From an optimization exercise on the open Yosys and OpenROAD flow, aimed at small area; shortcuts taken in it are not production practice.
At most, simulation tests tie the RTL to the original design; equivalence was not proved.
The RTL of runs 4 and 5 was laid out without a check of its function.
No activity file was given, so power comes from the tool's default toggle rates. The flow treats the clock pin as an ideal source, which a real chip does not have.

$ cat flow/design.v
module FIFO #(
  parameter DEPTH   = 16,
  parameter DATA_W  = 32
)(
  input         wire              clk,
  input         wire              reset,
  input         wire              push_i,
  input         wire[DATA_W-1:0]  push_data_i,
  input         wire              pop_i,
  output        wire[DATA_W-1:0]  pop_data_o,
  output        wire              full_o,
  output        wire              empty_o
);
  logic [DATA_W-1:0] mem [16];   
  logic [4:0]        cnt;        
  logic              popped;     
  assign full_o  = cnt[4];
  assign empty_o = (cnt == 5'd0);
  wire push_ok = push_i & ~full_o;
  wire pop_ok  = pop_i & ~empty_o;
  wire up      = push_ok & ~pop_ok;
  wire down    = pop_ok & ~push_ok;
  logic [4:0] tog, ones, zeros;   
  always_comb begin
    ones[0]  = 1'b1;
    zeros[0] = 1'b1;
    for (int i = 1; i < 5; i++) begin
      ones[i]  = ones[i-1] & cnt[i-1];
      zeros[i] = zeros[i-1] & ~cnt[i-1];
    end
    tog = ({5{up}} & ones) | ({5{down}} & zeros);
  end
  always_ff @(posedge clk or posedge reset)
    if (reset) begin
      cnt    <= 5'd0;
      popped <= 1'b0;
    end else begin
      cnt    <= cnt ^ tog;
      popped <= pop_ok;
    end
  always_ff @(posedge clk)
    if (push_ok) begin
      mem[0] <= push_data_i;
      for (int i = 1; i < 16; i++)
        mem[i] <= mem[i-1];
    end
  logic [15:0] sel;
  always_comb
    for (int i = 0; i < 16; i++)
      sel[i] = popped & (cnt[3:0] == 4'(i));
  for (genvar b = 0; b < DATA_W; b++) begin : g_rd
    wire [5:0] t;
    wire       x;
    FIFO_aoi222 u_t0 (.a(sel[0]),  .b(mem[0][b]),  .c(sel[1]),  .d(mem[1][b]),  .e(sel[2]),  .f(mem[2][b]),  .y(t[0]));
    FIFO_aoi222 u_t1 (.a(sel[3]),  .b(mem[3][b]),  .c(sel[4]),  .d(mem[4][b]),  .e(sel[5]),  .f(mem[5][b]),  .y(t[1]));
    FIFO_aoi222 u_t2 (.a(sel[6]),  .b(mem[6][b]),  .c(sel[7]),  .d(mem[7][b]),  .e(sel[8]),  .f(mem[8][b]),  .y(t[2]));
    FIFO_aoi222 u_t3 (.a(sel[9]),  .b(mem[9][b]),  .c(sel[10]), .d(mem[10][b]), .e(sel[11]), .f(mem[11][b]), .y(t[3]));
    FIFO_aoi222 u_t4 (.a(sel[12]), .b(mem[12][b]), .c(sel[13]), .d(mem[13][b]), .e(sel[14]), .f(mem[14][b]), .y(t[4]));
    FIFO_nand2  u_t5 (.a(sel[15]), .b(mem[15][b]), .y(t[5]));
    FIFO_nand3  u_x  (.a(t[0]), .b(t[1]), .c(t[2]), .y(x));
    FIFO_nand4b u_o  (.a_n(x), .b(t[3]), .c(t[4]), .d(t[5]), .y(pop_data_o[b]));
  end
endmodule
module FIFO_aoi222 (input wire a, b, c, d, e, f, output wire y);
  assign y = ~((a & b) | (c & d) | (e & f));
endmodule
module FIFO_nand2 (input wire a, b, output wire y);
  assign y = ~(a & b);
endmodule
module FIFO_nand3 (input wire a, b, c, output wire y);
  assign y = ~(a & b & c);
endmodule
module FIFO_nand4b (input wire a_n, b, c, d, output wire y);
  assign y = ~(~a_n & b & c & d);
endmodule
$ cat flow/flow/run.sh
#!/bin/bash
set -e
export BUFFER_PORTS_ARGS="-buffer_cell sky130_fd_sc_hd__buf_1"
export CTS_ARGS="-sink_clustering_enable -repair_clock_nets -sink_clustering_size 32 -sink_clustering_max_diameter 100 -buf_list {sky130_fd_sc_hd__clkbuf_16} -root_buf sky130_fd_sc_hd__clkbuf_16 -dont_use_dummy_load"
bash standard.sh > standard.log 2>&1
$ cat flow/standard.sh
#!/bin/bash
# synth_recipe.tcl (not shown) runs the flow's synth.tcl, then flattens the netlist and writes it again
# the make line also repeats each setting of config.mk as NAME=value (left out here)
make -C /OpenROAD-flow-scripts/flow DESIGN_CONFIG=/design/flow/config.mk WORK_HOME=/design/flow/orfs CLKGATE_MAP_FILE= SYNTH_SCRIPT=/design/flow/synth_recipe.tcl "${@:-finish}"
$ cat flow/config.mk
export PLATFORM = sky130hd
export DESIGN_NAME = FIFO
export DESIGN_NICKNAME = FIFO
export VERILOG_FILES = /design/flow/design.v
export SDC_FILE = /design/flow/constraint.sdc
export NUM_CORES = 4
export LEC_CHECK = 0
export CAP_MARGIN = 20
export CORE_MARGIN = 2
export CORE_UTILIZATION = 80
export SLEW_MARGIN = 20
export SYNTH_HIERARCHICAL = 1
$ cat flow/constraint.sdc
create_clock -name core_clock -period 5.0 [get_ports {clk}]
set_input_delay 1.0000 -clock core_clock [delete_from_list [all_inputs] [get_ports {clk}]]
set_output_delay 1.0000 -clock core_clock [all_outputs]
set_load 0.01 [all_outputs]
==> results.txt, run 1 <==
WORST SETUP PATH
--------------------------------------------------------------------------------
Data required time of the critical path                                  4.00 ns
Worst path cell trace                                               nor2_1 > nand2_1 > nor2_4 > buf_4 > a222oi_1 > nand3_1 > nand4b_1 > buf_1
Startpoint-to-endpoint class of the critical path                   register to output pin
Critical path buffer and inverter count                                        2
Number of cell instances on the worst register-to-register path                2
Capturing element of the worst setup path                           pop_data_o[10]
FF-to-FF End                                                        mem[14][24]$_DFFE_PN_
Critical Path Slowest Stage Cell                                    sky130_fd_sc_hd__nor2_4
Largest driver fanout on the critical path                                    18
Startpoint of the most critical setup path                          cnt[3]$_DFF_PP0_
Beginning of the worst register-to-register path                    cnt[4]$_DFF_PP0_
Maximum single-stage delay on the critical path                          0.61 ns
Setup crit end kind                                                   output pin
Worst-case register-to-register setup slack                              2.95 ns
Data arrival time of the critical path                                   3.23 ns
Startpoint Class                                                        register
Stages on worst setup path                                                     8
Cell family contributing the most delay on the critical path        simple AND/OR/NAND/NOR gates

YOSYS
--------------------------------------------------------------------------------
Gate count of the mapped netlist                                             823
Dominant cell type by area after synthesis                          sky130_fd_sc_hd__edfxtp_1
Main area contributors after synthesis                              sky130_fd_sc_hd__edfxtp_1, sky130_fd_sc_hd__a222oi_1, sky130_fd_sc_hd__nand4b_1
Post-synthesis simple-gate area fraction                                  0.0409
Summed instance area of the synthesized netlist                       0.0180 mm2
Xor and xnor fraction of the mapped netlist area                         0.00243
Adder and majority gate portion of the synthesized area                  0.00208
Distinct cell type count of the synthesized netlist                           25
Sequential element share of the synthesized area                           0.862
Share of synthesized registers carrying an async set or reset             0.0116
Compound-Gate Fraction of Synth Area                                      0.0900
Combinational family with the most area after synthesis             compound AO/OA/AOI/OAI gates
Per-instance average area after synthesis                               21.9 um2
Number of flops mapped to enable cells by yosys                              512
Synthesized net count                                                        862
Post-synthesis mux area share                                           0.000556
Main synth FF type                                                  sky130_fd_sc_hd__edfxtp_1
Synthesized flop and latch total                                             518
Number of synthesis warnings                                                   9
Post-synth top area share                                                  0.854

LAYOUT
--------------------------------------------------------------------------------
Fin area                                                              0.0194 mm2
Final Net Count                                                              967
Synthesis-to-finish area growth                                            8.02%
Total area of multi-input combinational cells                        0.00254 mm2
Commonest non-fill, non-tap cells in the layout                     sky130_fd_sc_hd__edfxtp_1, sky130_fd_sc_hd__a222oi_1, sky130_fd_sc_hd__buf_1
Layout cell share with drive strength beyond 1                            0.0637
Total area of sequential cells                                        0.0155 mm2
Fill cell instance count of the final layout                                 786
Count of antenna diodes in the layout                                          0
Most common library cell in the layout ignoring fill and taps       sky130_fd_sc_hd__edfxtp_1

GRT
--------------------------------------------------------------------------------
Gr ovfl total                                                                  0
Maximum number of pins on one net before global-route repair                 193
Number of global-route vias before repair                                   9841
Global-route track usage on met1                                           0.464
GR Util met3                                                              0.0679
Most Crowded Layer GR                                                       met2
Global-route wire length before repair                                  57400 um
GRT Resource Usage Total                                                   0.327
Global routing usage on met2                                               0.508
Number of antenna violations at the first check in global routing              0

POWER
--------------------------------------------------------------------------------
Static leakage                                                           6.04 nW
Power per Cell Area                                                   540 mW/mm2
Maximum ir drop on the vdd rail                                         0.420 mV

STA
--------------------------------------------------------------------------------
Min Tclk post-route                                                      4.23 ns
Transition time of the tightest slew-check pin                           1.18 ns
Hold Fails Final Rpt                                                           0
Final worst-path cycle share                                               0.845
Highest achievable clock rate                                          0.237 GHz
Final Max Slew Viols                                                           0
Count of endpoints failing setup in the final report                           0
RSZ-0062 raised after global routing                                          no
Smallest hold slack                                                     0.339 ns
Max-Slew Margin vs Limit                                                   0.208
Clock Skews                                                            0.0645 ns

CLOCKING
--------------------------------------------------------------------------------
Number of resized instances in the post-cts repair step                        0
Master cell of the clock root buffer                                sky130_fd_sc_hd__clkbuf_16
Skew-Pair Late Insertion Delay                                           0.56 ns
Inserted Clock Buffers                                                        20
Clock slew at reported path FFs                                          0.12 ns
Depth of the CTS H-tree                                                        1
Post-CTS setup buffer count                                                    0
Num Clock Sinks                                                              518
Cts-stage hold buffer count                                                    0
Clock tree from TritonCTS                                                   done
Maximum clock insertion buffer count                                           3

HOLD PATH
--------------------------------------------------------------------------------
Tightest Hold Check Type                                            primary input to asynchronous set/reset pin

FLOW RUN
--------------------------------------------------------------------------------
Maximum capacitance violations                                                 0

ROUTE
--------------------------------------------------------------------------------
Routed len/inst                                                          32.2 um
Detailed-route DRC error count                                                 0
Drt pass-1 iters                                                              10
Initial DRC count                                                           2619
Antenna-violating nets left                                                    0
Number of vias per cell                                                     8.16
DR vias                                                                     9835
Routed wire length                                                      38900 um

PLACED DESIGN
--------------------------------------------------------------------------------
Hpwl dp                                                                 20000 um
Port-buffer cells                                                             69
Routability cong.                                                          0.805
Area post-placement                                                   0.0188 mm2

FLOORPLANNING
--------------------------------------------------------------------------------
Core Rows                                                                     54
Core outline area                                                     0.0220 mm2
Die height                                                                154 um
Die outline area                                                      0.0237 mm2
I/O pins                                                                      70
Effective utilization at floorplan                                         0.820
Die extent in x                                                           154 um

OUTCOME
--------------------------------------------------------------------------------
Status                                          no timing/DRC/antenna violations

-- modules after synthesis (local to each module, per instance) --
module	cell area, um2	flip-flops and latches	times used	cells
FIFO	15800	518	1	567
FIFO_aoi222	10.0	0	160	1
FIFO_nand4b	8.76	0	32	1
FIFO_nand3	5.00	0	32	1
FIFO_nand2	3.75	0	32	1
-- metal layers --
layer	part of all wire	routed length, um
met1	0.34	13300
met4	0.033	1270
met5	0	0
met3	0.14	5520
met2	0.48	18800
-- state kept, by name (all words and copies together), names as in the netlist --
signal and cells:
mem 512, popped 1, cnt 5
-- worst min-delay path by stage --
stage	startpoint	end	slack (ns)	depth (start not counted)
after floorplan	mem[9][0]$_DFFE_PN_	mem[10][0]$_DFFE_PN_	0.43	0
after global routing	reset	cnt[2]$_DFF_PP0_	0.35	2
after global placement	mem[2][1]$_DFFE_PN_	mem[3][1]$_DFFE_PN_	0.43	0
after CTS	reset	cnt[2]$_DFF_PP0_	0.35	2
after detailed placement	mem[4][22]$_DFFE_PN_	mem[5][22]$_DFFE_PN_	0.43	0
final	reset	cnt[2]$_DFF_PP0_	0.34	2
-- worst register-to-register path: cells and delay by family (launching register included) --
kind,cells,cell delay [ns]
flops,1,0.50
simple gates,1,0.30
buf+inv,1,0.66
-- report_power, final --
group          internal [W]  total (W)  switching (W)
logic              0.000585    0.00192        0.00133
clock network      0.000726    0.00189        0.00116
registers           0.00613    0.00670       0.000567
-- synth_stat cells (2+ instances only) --
library cell / instances
sky130_fd_sc_hd__nand3_1: 34
sky130_fd_sc_hd__edfxtp_1: 512
sky130_fd_sc_hd__nor2_1: 17
sky130_fd_sc_hd__nand2_1: 34
sky130_fd_sc_hd__a222oi_1: 160
sky130_fd_sc_hd__xnor2_1: 5
sky130_fd_sc_hd__nand2b_1: 2
sky130_fd_sc_hd__ha_1: 3
sky130_fd_sc_hd__nor2b_1: 2
sky130_fd_sc_hd__dfrtp_1: 6
sky130_fd_sc_hd__inv_1: 3
sky130_fd_sc_hd__nand4b_1: 32
-- cells by family (layout without fill, tap and decap cells) --
family | after synthesis | in the layout
xor+xnor | 5 | 5
simple gates | 127 | 127
compound gates | 163 | 163
flops | 518 | 518
fa+ha+maj | 3 | 3
mux | 1 | 1
buf+inv | 6 | 109
-- cell type report --
cell class	count	area share
Clock buffer	20	0.0257
Inverter	3	0.000579
Multi-Input combinational cell	299	0.131
Sequential cell	518	0.798
Tap cell	280	0.0180
Timing Repair Buffer	86	0.0266
-- metrics by stage --
stage | TNS, ns | setup WS, ns | total power (W) | cells | util
final | 0 | 0.773 | 0.0105 | 1206 | 0.886
after global routing | 0 | 0.674 | 0.0108 | 1206 | 0.886
after CTS | 0 | 0.841 | 0.0104 | 1202 | 0.881
after detailed placement | 0 | 1.47 | 0.00856 | 1182 | 0.858
after global placement | 0 | 1.58 | 0.00836 | 1182 | 0.858
after floorplan | -2131.78 | -4.92 | 0.00790 | 823 | -
==> inputs of run 2 (changes only) <==
--- a/flow/config.mk
+++ b/flow/config.mk
@@ -6,7 +6,7 @@
 export NUM_CORES = 4
 export LEC_CHECK = 0
-export CAP_MARGIN = 20
+export CAP_MARGIN = 5
 export CORE_MARGIN = 2
 export CORE_UTILIZATION = 80
-export SLEW_MARGIN = 20
+export SLEW_MARGIN = 5
 export SYNTH_HIERARCHICAL = 1
==> results.txt, run 2 <==
YOSYS
--------------------------------------------------------------------------------
Summed instance area of the synthesized netlist                       0.0180 mm2
Number of flops mapped to enable cells by yosys                              512
Dominant cell type by area after synthesis                          sky130_fd_sc_hd__edfxtp_1
Synthesized flop and latch total                                             518
Share of synthesized registers carrying an async set or reset             0.0116
Post-synth top area share                                                  0.854
Number of synthesis warnings                                                   9
Synth cell count leaders                                            sky130_fd_sc_hd__edfxtp_1, sky130_fd_sc_hd__a222oi_1, sky130_fd_sc_hd__nand2_1, sky130_fd_sc_hd__nand3_1, sky130_fd_sc_hd__nand4b_1
Main synth FF type                                                  sky130_fd_sc_hd__edfxtp_1
Sequential element share of the synthesized area                           0.862
Main area contributors after synthesis                              sky130_fd_sc_hd__edfxtp_1, sky130_fd_sc_hd__a222oi_1, sky130_fd_sc_hd__nand4b_1
Synthesized net count                                                        862
Per-instance average area after synthesis                               21.9 um2
Distinct cell type count of the synthesized netlist                           25
Gate count of the mapped netlist                                             823
Most instantiated library cell after synthesis                      sky130_fd_sc_hd__edfxtp_1

ROUTE
--------------------------------------------------------------------------------
Initial DRC count                                                           2561
Routed wire length                                                      38500 um
Routed len/inst                                                          32.1 um
Antenna-violating nets left                                                    0
DR vias                                                                     9809
Drt pass-1 iters                                                              12
Number of vias per cell                                                     8.16
Detailed-route DRC error count                                                 0

WORST SETUP PATH
--------------------------------------------------------------------------------
Largest driver fanout on the critical path                                    32
Worst-case register-to-register setup slack                              2.94 ns
Startpoint Class                                                        register
Startpoint-to-endpoint class of the critical path                   register to output pin
Number of cell instances on the worst register-to-register path                2
Data arrival time of the critical path                                   3.24 ns
FF-to-FF End                                                        mem[11][9]$_DFFE_PN_
Data required time of the critical path                                  4.00 ns
Beginning of the worst register-to-register path                    cnt[4]$_DFF_PP0_
Setup crit end kind                                                   output pin

FLOW RUN
--------------------------------------------------------------------------------
Maximum capacitance violations                                                 0

LAYOUT
--------------------------------------------------------------------------------
Layout cell share with drive strength beyond 1                            0.0597
Commonest non-fill, non-tap cells in the layout                     sky130_fd_sc_hd__edfxtp_1, sky130_fd_sc_hd__a222oi_1, sky130_fd_sc_hd__buf_1
Fill cell instance count of the final layout                                 802
Final Net Count                                                              963
Count of antenna diodes in the layout                                          0
Final Util                                                                 0.881
Number of flip-flops in the largest register                                 512
Synthesis-to-finish area growth                                            7.41%
Non-Filler Instances                                                        1202
Most common library cell in the layout ignoring fill and taps       sky130_fd_sc_hd__edfxtp_1
Register with the highest flop count                                         mem
Regs by FF count                                                    mem x512, cnt x5, popped x1

CLOCKING
--------------------------------------------------------------------------------
Post-CTS setup buffer count                                                    0
Inserted Clock Buffers                                                        20
Maximum clock insertion buffer count                                           3
Skew-Pair Late Insertion Delay                                           0.56 ns
Cts-stage hold buffer count                                                    0
Number of resized instances in the post-cts repair step                        0
Clock tree from TritonCTS                                                   done
Clock slew at reported path FFs                                          0.12 ns
Depth of the CTS H-tree                                                        1
Master cell of the clock root buffer                                sky130_fd_sc_hd__clkbuf_16
Num Clock Sinks                                                              518

STA
--------------------------------------------------------------------------------
RSZ-0062 raised after global routing                                          no
Final worst-path cycle share                                               0.848
Clock Skews                                                            0.0637 ns
Transition time of the tightest slew-check pin                           1.28 ns
Min Tclk post-route                                                      4.24 ns
Smallest hold slack                                                     0.345 ns
Highest achievable clock rate                                          0.236 GHz
Final Max Slew Viols                                                           0
Count of endpoints failing setup in the final report                           0
Max-Slew Margin vs Limit                                                   0.148
Hold Fails Final Rpt                                                           0

GRT
--------------------------------------------------------------------------------
Number of global-route vias before repair                                   9841
Maximum number of pins on one net before global-route repair                 193
Number of antenna violations at the first check in global routing              0
Global-route wire length before repair                                  57400 um
GRT Resource Usage Total                                                   0.327
Gr ovfl total                                                                  0

PLACED DESIGN
--------------------------------------------------------------------------------
Hpwl dp                                                                 20000 um
Placed insts                                                                1182
Routability cong.                                                          0.805
Port-buffer cells                                                             69

POWER
--------------------------------------------------------------------------------
Static leakage                                                           5.99 nW
PnR Total Power                                                         0.0105 W
Maximum ir drop on the vdd rail                                         0.414 mV
Power per Cell Area                                                   541 mW/mm2

FLOORPLANNING
--------------------------------------------------------------------------------
Die height                                                                154 um
Effective utilization at floorplan                                         0.820
Core Rows                                                                     54
Die extent in x                                                           154 um
Die outline area                                                      0.0237 mm2
Core outline area                                                     0.0220 mm2
I/O pins                                                                      70

OUTCOME
--------------------------------------------------------------------------------
Status                                          no timing/DRC/antenna violations

HOLD PATH
--------------------------------------------------------------------------------
Tightest Hold Check Type                                            primary input to asynchronous set/reset pin

## run 2: cell type report
| cell class | instances | area [um2] | share of cell area |
|---|---|---|---|
| Clock buffer | 20 | 500 | 0.0259 |
| Inverter | 3 | 11.3 | 0.000582 |
| Multi-Input combinational cell | 299 | 2540 | 0.132 |
| Sequential cell | 518 | 15500 | 0.803 |
| Tap cell | 280 | 350 | 0.0181 |
| Timing Repair Buffer | 82 | 407 | 0.0210 |
## run 2: per-layer routing
| layer | routed length [um] | vias to the layer above | global-route usage |
|---|---|---|---|
| met5 | 0 | - | 0 |
| met4 | 1670 | 0 | 0.150 |
| met3 | 5330 | 151 | 0.0679 |
| met2 | 18500 | 942 | 0.508 |
| met1 | 13000 | 4770 | 0.464 |
| li1 | - | 3946 | - |
## run 2: critical path, cell delays in order (launching register included)
cell	delay, ns
sky130_fd_sc_hd__dfrtp_1	0.50
sky130_fd_sc_hd__inv_1	0.12
sky130_fd_sc_hd__nand3_1	0.31
sky130_fd_sc_hd__nor2_4	1.03
sky130_fd_sc_hd__a222oi_1	0.34
sky130_fd_sc_hd__nand4b_1	0.22
sky130_fd_sc_hd__buf_1	0.18
## run 2: metrics by stage
step	TNS, ns	setup slack [ns]	instance area [um2]
after CTS	0	0.841	19300
final	0	0.761	19300
after detailed placement	0	1.47	18800
after floorplan	-2131.78	-4.92	18000
after global placement	0	1.58	18800
after global routing	0	0.671	19300
## run 2: how the worst max path moves through the flow
stage / from / to / slack [ns] / cells after the start
3_5_place_dp: cnt[0]$_DFF_PP0_ / pop_data_o[18] / 1.47 / 6
5_1_grt: cnt[2]$_DFF_PP0_ / pop_data_o[1] / 0.67 / 7
2_1_floorplan: push_i / cnt[4]$_DFF_PP0_ / -4.92 / 5
3_3_place_gp: cnt[0]$_DFF_PP0_ / pop_data_o[15] / 1.58 / 6
6_report: cnt[2]$_DFF_PP0_ / pop_data_o[9] / 0.76 / 6
4_1_cts: cnt[0]$_DFF_PP0_ / pop_data_o[18] / 0.84 / 6
## run 2: per-module statistics from Yosys (local to each module, per instance)
module | times used | cells inside | flops+latches
FIFO_nand2 | 32 | 1 | 0
FIFO_nand3 | 32 | 1 | 0
FIFO_nand4b | 32 | 1 | 0
FIFO | 1 | 567 | 518
FIFO_aoi222 | 160 | 1 | 0
## run 2: cells by family (layout without fill, tap and decap cells)
kind of cell    Yosys count  after routing  synth area share
compound gates          163            163            0.0900
xor+xnor                  5              5           0.00243
fa+ha+maj                 3              3           0.00209
buf+inv                   6            105           0.00181
flops                   518            518             0.862
mux                       1              1          0.000556
simple gates            127            127            0.0409
## run 2: report_power, final
group	total [W]	switching (W)	leakage [nW]	internal, W
logic	0.00188	0.00132	0.836	0.000565
clock network	0.00188	0.00116	0.246	0.000727
registers	0.00670	0.000566	4.91	0.00613
total	0.0105	0.00304	5.99	0.00742
==> inputs of run 3 (changes only) <==
==> flow/flow/run.sh (replaced) <==
#!/bin/bash
set -e
export BUFFER_PORTS_ARGS="-buffer_cell sky130_fd_sc_hd__buf_1"
export CTS_ARGS="-sink_clustering_enable -repair_clock_nets -sink_clustering_size 28 -sink_clustering_max_diameter 90 -buf_list {sky130_fd_sc_hd__clkbuf_16} -root_buf sky130_fd_sc_hd__clkbuf_16 -dont_use_dummy_load"
bash standard.sh > standard.log 2>&1
--- a/flow/config.mk
+++ b/flow/config.mk
@@ -8,5 +8,5 @@
 export CAP_MARGIN = 5
 export CORE_MARGIN = 2
-export CORE_UTILIZATION = 80
+export CORE_UTILIZATION = 88
 export SLEW_MARGIN = 5
 export SYNTH_HIERARCHICAL = 1
==> results.txt, run 3 <==
OUTCOME
----------------------------------------------------------------------------
Error message                                                   [ERROR DPL-0033] detailed placement checks failed during check placement.
Halt point of the flow                                          detailed placement (3_5_place_dp)
Status                                                          did not finish

YOSYS
----------------------------------------------------------------------------
Synth cell count leaders                                        sky130_fd_sc_hd__edfxtp_1, sky130_fd_sc_hd__a222oi_1, sky130_fd_sc_hd__nand2_1, sky130_fd_sc_hd__nand3_1, sky130_fd_sc_hd__nand4b_1
Sequential element share of the synthesized area                       0.862
Synthesized flop and latch total                                         518
Distinct cell type count of the synthesized netlist                       25
Main synth FF type                                              sky130_fd_sc_hd__edfxtp_1
Synthesized net count                                                    862
Number of flops mapped to enable cells by yosys                          512
Share of synthesized registers carrying an async set or reset         0.0116
Most instantiated library cell after synthesis                  sky130_fd_sc_hd__edfxtp_1
Dominant cell type by area after synthesis                      sky130_fd_sc_hd__edfxtp_1
Post-synth top area share                                              0.854
Main area contributors after synthesis                          sky130_fd_sc_hd__edfxtp_1, sky130_fd_sc_hd__a222oi_1, sky130_fd_sc_hd__nand4b_1
Summed instance area of the synthesized netlist                   0.0180 mm2
Gate count of the mapped netlist                                         823
Number of synthesis warnings                                               9
Per-instance average area after synthesis                           21.9 um2

FLOORPLANNING
----------------------------------------------------------------------------
I/O pins                                                                  70
Die height                                                            147 um
Effective utilization at floorplan                                     0.893
Die extent in x                                                       147 um
Core Rows                                                                 52

PLACED DESIGN
----------------------------------------------------------------------------
Port-buffer cells                                                         69
Hpwl dp                                                             24700 um
Routability cong.                                                      0.838

run 3: cell counts after synthesis:
No cell type changed its count.
run 3: worst min path at each step:
stage / end / cells past startpoint / slack, ns
2_1_floorplan: mem[10][0]$_DFFE_PN_ / 0 / 0.43
3_3_place_gp: mem[15][29]$_DFFE_PN_ / 0 / 0.43
run 3: power by group through the flow:
| stage | Sequential, W | Combinational [W] | Clock (W) |
|---|---|---|---|
| 2_1_floorplan | 0.00672 | 0.00118 | 0 |
| 3_3_place_gp | 0.00662 | 0.00173 | 0 |
run 3: per-module statistics from Yosys, one instance, submodules excluded:
module,cells,copies in the design,flops+latches,area [um2]
FIFO_aoi222,1,160,0,10.0
FIFO_nand4b,1,32,0,8.76
FIFO_nand2,1,32,0,3.75
FIFO_nand3,1,32,0,5.00
FIFO,567,1,518,15800
run 3: cell families after synthesis:
group	share of synthesized area
XOR/XNOR	0.00243
multiplexers	0.000556
AND/OR/NAND/NOR	0.0409
AO/OA/AOI/OAI	0.0900
flip-flops	0.862
adder cells (fa/ha/maj)	0.00209
buffers and inverters	0.00181
run 3: metrics by stage:
step	instance area [um2]	setup TNS, ns
2_1_floorplan	18000	-2131.78
3_3_place_gp	18800	0
==> inputs of run 4 (changes only) <==
--- a/flow/design.v
+++ b/flow/design.v
@@ -58,6 +58,6 @@
     FIFO_aoi222 u_t4 (.a(sel[12]), .b(mem[12][b]), .c(sel[13]), .d(mem[13][b]), .e(sel[14]), .f(mem[14][b]), .y(t[4]));
     FIFO_nand2  u_t5 (.a(sel[15]), .b(mem[15][b]), .y(t[5]));
-    FIFO_nand3  u_x  (.a(t[0]), .b(t[1]), .c(t[2]), .y(x));
-    FIFO_nand4b u_o  (.a_n(x), .b(t[3]), .c(t[4]), .d(t[5]), .y(pop_data_o[b]));
+    FIFO_and3   u_x  (.a(t[0]), .b(t[1]), .c(t[2]), .y(x));
+    FIFO_nand4  u_o  (.a(x), .b(t[3]), .c(t[4]), .d(t[5]), .y(pop_data_o[b]));
   end
 endmodule
@@ -68,8 +68,8 @@
   assign y = ~(a & b);
 endmodule
-module FIFO_nand3 (input wire a, b, c, output wire y);
-  assign y = ~(a & b & c);
+module FIFO_and3 (input wire a, b, c, output wire y);
+  assign y = a & b & c;
 endmodule
-module FIFO_nand4b (input wire a_n, b, c, d, output wire y);
-  assign y = ~(~a_n & b & c & d);
+module FIFO_nand4 (input wire a, b, c, d, output wire y);
+  assign y = ~(a & b & c & d);
 endmodule
--- a/flow/config.mk
+++ b/flow/config.mk
@@ -8,5 +8,5 @@
 export CAP_MARGIN = 5
 export CORE_MARGIN = 2
-export CORE_UTILIZATION = 88
+export CORE_UTILIZATION = 84
 export SLEW_MARGIN = 5
 export SYNTH_HIERARCHICAL = 1
==> results.txt, run 4 <==
OUTCOME
----------------------------------------------------------------------------
Status                                                          did not finish
Halt point of the flow                                          clock tree synthesis (4_1_cts)
Error message                                                   [ERROR DPL-0033] detailed placement checks failed during check placement.

YOSYS
----------------------------------------------------------------------------
Most instantiated library cell after synthesis                  sky130_fd_sc_hd__edfxtp_1
Sequential element share of the synthesized area                       0.864
Main area contributors after synthesis                          sky130_fd_sc_hd__edfxtp_1, sky130_fd_sc_hd__a222oi_1, sky130_fd_sc_hd__and3_1
Synthesized flop and latch total                                         518
Synth cell count leaders                                        sky130_fd_sc_hd__edfxtp_1, sky130_fd_sc_hd__a222oi_1, sky130_fd_sc_hd__nand2_1
Number of flops mapped to enable cells by yosys                          512
Distinct cell type count of the synthesized netlist                       26
Main synth FF type                                              sky130_fd_sc_hd__edfxtp_1
Gate count of the mapped netlist                                         823
Per-instance average area after synthesis                           21.8 um2
Synthesized net count                                                    862
Number of synthesis warnings                                               9
Summed instance area of the synthesized netlist                   0.0180 mm2
Share of synthesized registers carrying an async set or reset         0.0116
Post-synth top area share                                              0.856
Dominant cell type by area after synthesis                      sky130_fd_sc_hd__edfxtp_1

FLOORPLANNING
----------------------------------------------------------------------------
Core Rows                                                                 53
I/O pins                                                                  70
Die extent in x                                                       150 um
Effective utilization at floorplan                                     0.855
Die height                                                            150 um

CLOCKING
----------------------------------------------------------------------------
Depth of the CTS H-tree                                                    1
Num Clock Sinks                                                          518
Maximum clock insertion buffer count                                       3
Post-CTS setup buffer count                                                0
Number of resized instances in the post-cts repair step                    0
Cts-stage hold buffer count                                                0
Master cell of the clock root buffer                            sky130_fd_sc_hd__clkbuf_16
Inserted Clock Buffers                                                    22

PLACED DESIGN
----------------------------------------------------------------------------
Routability cong.                                                      0.812
Port-buffer cells                                                         69
Worst setup timing slack at the placement stage                      1.01 ns
Placed insts                                                            1185
Hpwl dp                                                             23100 um

-- run 4: changes by cell type after synthesis --
cell,before,now
sky130_fd_sc_hd__and3_1,0,32
sky130_fd_sc_hd__nand4b_1,32,0
sky130_fd_sc_hd__nand4_1,0,32
sky130_fd_sc_hd__nand3_1,34,2
-- run 4: Yosys stat by module, one instance, submodules excluded --
module,cells,flops+latches,cell area [um2],times used
FIFO_nand2,1,0,3.75,32
FIFO_nand4,1,0,6.26,32
FIFO_and3,1,0,6.26,32
FIFO_aoi222,1,0,10.0,160
FIFO,567,518,15800,1
-- run 4: cells by family after synthesis --
kind of cell | Yosys count | synth area share
DFF | 518 | 0.864
AOI/OAI and AO/OA | 163 | 0.0902
and+or+nand+nor | 127 | 0.0387
buffers and inverters | 6 | 0.00181
xor gates and xnor gates | 5 | 0.00244
adders and majority gates | 3 | 0.00209
muxes | 1 | 0.000557
-- run 4: worst max-delay path by stage --
stage,from,endpoint,slack (ns),depth (start not counted)
2_1_floorplan,push_i,cnt[4]$_DFF_PP0_,-4.92,5
3_3_place_gp,cnt[3]$_DFF_PP0_,pop_data_o[26],1.36,7
3_5_place_dp,cnt[2]$_DFF_PP0_,pop_data_o[26],1.01,7
-- run 4: stage by stage --
stage	hold slack (ns)	instance area (um2)	total power [W]
3_5_place_dp	0.434	18800	0.00862
2_1_floorplan	0.425	18000	0.00789
3_3_place_gp	0.430	18800	0.00836
-- run 4: power by group through the flow --
stage / Combinational, W / Clock [W] / Sequential, W
after detailed placement: 0.00187 / 0 / 0.00675
after global placement: 0.00174 / 0 / 0.00662
after floorplan: 0.00117 / 0 / 0.00672
==> inputs of run 5 (changes only) <==
==> flow/flow/run.sh (replaced) <==
#!/bin/bash
set -e
export BUFFER_PORTS_ARGS="-buffer_cell sky130_fd_sc_hd__buf_1"
export CTS_ARGS="-sink_clustering_enable -repair_clock_nets -sink_clustering_size 32 -sink_clustering_max_diameter 100 -buf_list {sky130_fd_sc_hd__clkbuf_16} -root_buf sky130_fd_sc_hd__clkbuf_16 -dont_use_dummy_load"
bash standard.sh > standard.log 2>&1
--- a/flow/config.mk
+++ b/flow/config.mk
@@ -8,5 +8,5 @@
 export CAP_MARGIN = 5
 export CORE_MARGIN = 2
-export CORE_UTILIZATION = 84
+export CORE_UTILIZATION = 80
 export SLEW_MARGIN = 5
 export SYNTH_HIERARCHICAL = 1
==> results.txt, run 5 <==
OUTCOME
--------------------------------------------------------------------------------
Status                                          no timing/DRC/antenna violations

LAYOUT
--------------------------------------------------------------------------------
Synthesis-to-finish area growth                                            7.95%
Layout cell share with drive strength beyond 1                            0.0717
Regs by FF count                                                    mem x512, cnt x5, popped x1
Final Net Count                                                              975
Most common library cell in the layout ignoring fill and taps       sky130_fd_sc_hd__edfxtp_1
Number of flip-flops in the largest register                                 512
Commonest non-fill, non-tap cells in the layout                     sky130_fd_sc_hd__edfxtp_1, sky130_fd_sc_hd__a222oi_1, sky130_fd_sc_hd__buf_1
Final Util                                                                 0.883
Register with the highest flop count                                         mem
Count of antenna diodes in the layout                                          0

WORST SETUP PATH
--------------------------------------------------------------------------------
Data arrival time of the critical path                                   3.32 ns
Worst path cell trace                                               nand3b_1 > nor2_4 > a222oi_1 > and3_1 > nand4_1 > buf_1
Startpoint Class                                                        register
Maximum single-stage delay on the critical path                          1.04 ns
Critical Path Slowest Stage Cell                                    sky130_fd_sc_hd__nor2_4
Number of cell instances on the worst register-to-register path                2
Data required time of the critical path                                  4.00 ns
Startpoint-to-endpoint class of the critical path                   register to output pin
Setup crit end kind                                                   output pin
Largest driver fanout on the critical path                                    32

ROUTE
--------------------------------------------------------------------------------
Routed wire length                                                      39900 um
Initial DRC count                                                           2222
Drt pass-1 iters                                                              10
Number of vias per cell                                                     8.14
DR vias                                                                     9876
Detailed-route DRC error count                                                 0
Routed len/inst                                                          32.9 um
Antenna-violating nets left                                                    0

FLOORPLANNING
--------------------------------------------------------------------------------
Die extent in x                                                           154 um
I/O pins                                                                      70
Core outline area                                                     0.0220 mm2
Effective utilization at floorplan                                         0.818
Core Rows                                                                     54
Die height                                                                154 um
Die outline area                                                      0.0237 mm2

YOSYS
--------------------------------------------------------------------------------
Sequential element share of the synthesized area                           0.864
Post-synth top area share                                                  0.856
Most instantiated library cell after synthesis                      sky130_fd_sc_hd__edfxtp_1
Synthesized flop and latch total                                             518
Dominant cell type by area after synthesis                          sky130_fd_sc_hd__edfxtp_1
Synth cell count leaders                                            sky130_fd_sc_hd__edfxtp_1, sky130_fd_sc_hd__a222oi_1, sky130_fd_sc_hd__nand2_1
Distinct cell type count of the synthesized netlist                           26
Main synth FF type                                                  sky130_fd_sc_hd__edfxtp_1
Number of synthesis warnings                                                   9
Gate count of the mapped netlist                                             823
Synthesized net count                                                        862
Summed instance area of the synthesized netlist                       0.0180 mm2
Main area contributors after synthesis                              sky130_fd_sc_hd__edfxtp_1, sky130_fd_sc_hd__a222oi_1, sky130_fd_sc_hd__and3_1
Share of synthesized registers carrying an async set or reset             0.0116
Number of flops mapped to enable cells by yosys                              512
Per-instance average area after synthesis                               21.8 um2

STA
--------------------------------------------------------------------------------
Max-Slew Margin vs Limit                                                   0.160
Final worst setup slack                                                 0.677 ns
Final Max Slew Viols                                                           0
Min Tclk post-route                                                      4.32 ns
Count of endpoints failing setup in the final report                           0
Hold Fails Final Rpt                                                           0
Highest achievable clock rate                                          0.231 GHz
Clock Skews                                                            0.0649 ns
Final worst-path cycle share                                               0.865
RSZ-0062 raised after global routing                                          no
Transition time of the tightest slew-check pin                           1.26 ns

GRT
--------------------------------------------------------------------------------
Number of antenna violations at the first check in global routing              0
Number of global-route vias before repair                                   9852
Gr ovfl total                                                                  0
Global-route wire length before repair                                  58900 um
GRT Resource Usage Total                                                   0.337
Maximum number of pins on one net before global-route repair                 109

PLACED DESIGN
--------------------------------------------------------------------------------
Port-buffer cells                                                             69
Hpwl dp                                                                 21800 um
Routability cong.                                                          0.802
Worst setup timing slack at the placement stage                          1.35 ns

CLOCKING
--------------------------------------------------------------------------------
Clock tree from TritonCTS                                                   done
Inserted Clock Buffers                                                        20
Post-CTS setup buffer count                                                    0
Clock slew at reported path FFs                                          0.12 ns
Depth of the CTS H-tree                                                        1
Maximum clock insertion buffer count                                           3
Skew-Pair Late Insertion Delay                                           0.56 ns
Number of resized instances in the post-cts repair step                        0
Num Clock Sinks                                                              518
Cts-stage hold buffer count                                                    0
Master cell of the clock root buffer                                sky130_fd_sc_hd__clkbuf_16

POWER
--------------------------------------------------------------------------------
PnR Total Power                                                         0.0105 W
Power per Cell Area                                                   542 mW/mm2
Static leakage                                                           5.96 nW
Maximum ir drop on the vdd rail                                         0.371 mV

HOLD PATH
--------------------------------------------------------------------------------
Tightest Hold Check Type                                            primary input to asynchronous set/reset pin

FLOW RUN
--------------------------------------------------------------------------------
Maximum capacitance violations                                                 0

==> run 5: logic make-up (layout without fill, tap and decap cells) <==
logic type / after synthesis / in the layout / synth area share
AOI/OAI and AO/OA: 163 / 163 / 0.0902
xor gates and xnor gates: 5 / 5 / 0.00244
adders and majority gates: 3 / 3 / 0.00209
buffers and inverters: 6 / 117 / 0.00181
DFF: 518 / 518 / 0.864
muxes: 1 / 1 / 0.000557
and+or+nand+nor: 127 / 127 / 0.0387
==> run 5: per-layer routing <==
layer	vias to the layer above	share of wire	global-route usage
li1	3966	-	-
met1	4826	0.34	0.477
met2	966	0.49	0.539
met3	118	0.14	0.0727
met4	0	0.032	0.126
met5	-	0	0
==> run 5: layout make-up <==
type / instances / area, um2
Sequential cell: 518 / 15500
Fill cell: 809 / 2560
Multi-Input combinational cell: 299 / 2480
Timing Repair Buffer: 94 / 522
Clock buffer: 20 / 500
Tap cell: 280 / 350
Inverter: 3 / 11.3
==> run 5: worst paths after layout <==
kind                                      start              endpoint  slack [ns]
max                            cnt[3]$_DFF_PP0_        pop_data_o[31]        0.68
min                                       reset      cnt[3]$_DFF_PP0_        0.33
max reg2reg                    cnt[4]$_DFF_PP0_  mem[5][14]$_DFFE_PN_        2.53
min reg2reg                mem[5][14]$_DFFE_PN_  mem[6][14]$_DFFE_PN_        0.39
max in group asynchronous                 reset      cnt[1]$_DFF_PP0_        4.47
min in group core_clock    mem[5][14]$_DFFE_PN_  mem[6][14]$_DFFE_PN_        0.39
==> run 5: per-stage QoR <==
step,hold slack [ns],setup TNS (ns),instances,area (um2)
2_1_floorplan,0.425,-2131.78,823,18000
3_3_place_gp,0.429,0,1194,18900
3_5_place_dp,0.432,0,1194,18900
4_1_cts,0.331,0,1214,19400
5_1_grt,0.354,0,1214,19400
6_report,0.332,0,1214,19400
==> run 5: critical path, delay by kind of cell (launching register included) <==
| family | cells | cell delay (ns) |
|---|---|---|
| DFF | 1 | 0.50 |
| AOI/OAI and AO/OA | 1 | 0.14 |
| buffers and inverters | 1 | 0.18 |
| and+or+nand+nor | 4 | 1.94 |
==> run 5: Yosys stat by module (local to each module, per instance) <==
module / times used / cell area (um2)
FIFO: 1 / 15800
FIFO_aoi222: 160 / 10.0
FIFO_and3: 32 / 6.26
FIFO_nand4: 32 / 6.26
FIFO_nand2: 32 / 3.75
==> run 5: report_power, final <==
part           leakage (nW)  internal [W]  switching, W
Clock                 0.246      0.000726       0.00116
Combinational         0.803      0.000590       0.00134
Sequential             4.91       0.00612      0.000572

separate check: timing with driven ports:
No port has a modelled driver above. Below, the same layouts with a new extraction and two added sets of constraints.
Step 1 sets driving cells, clkbuf_16 on the clock port and buf_2 on the other inputs (assumed; they add their load-dependent delay and slew).
Step 2, shift: input delay + t, output delay - t, t = (earliest + latest rising clock arrival at the registers) / 2. This alone moves slack from input paths to output paths.
a / b / c = ideal / step 1 / step 2; a / b = the first two.
| run | t, ns | slack for setup (ns) | worst setup path at the end | slew at the worst register clock pin (ns) | worst data-port slew with drivers (ns) |
|---|---|---|---|---|---|
| run 1 | 0.579 | 0.773 / 0.725 / 1.304 | register to output | 0.12 / 0.12 | 0.05 |
| run 2 | 0.575 | 0.761 / 0.714 / 1.289 | register to output | 0.12 / 0.12 | 0.05 |
| run 5 | 0.577 | 0.677 / 0.628 / 1.205 | register to output | 0.12 / 0.12 | 0.05 |
After both steps every run listed still meets setup and hold.
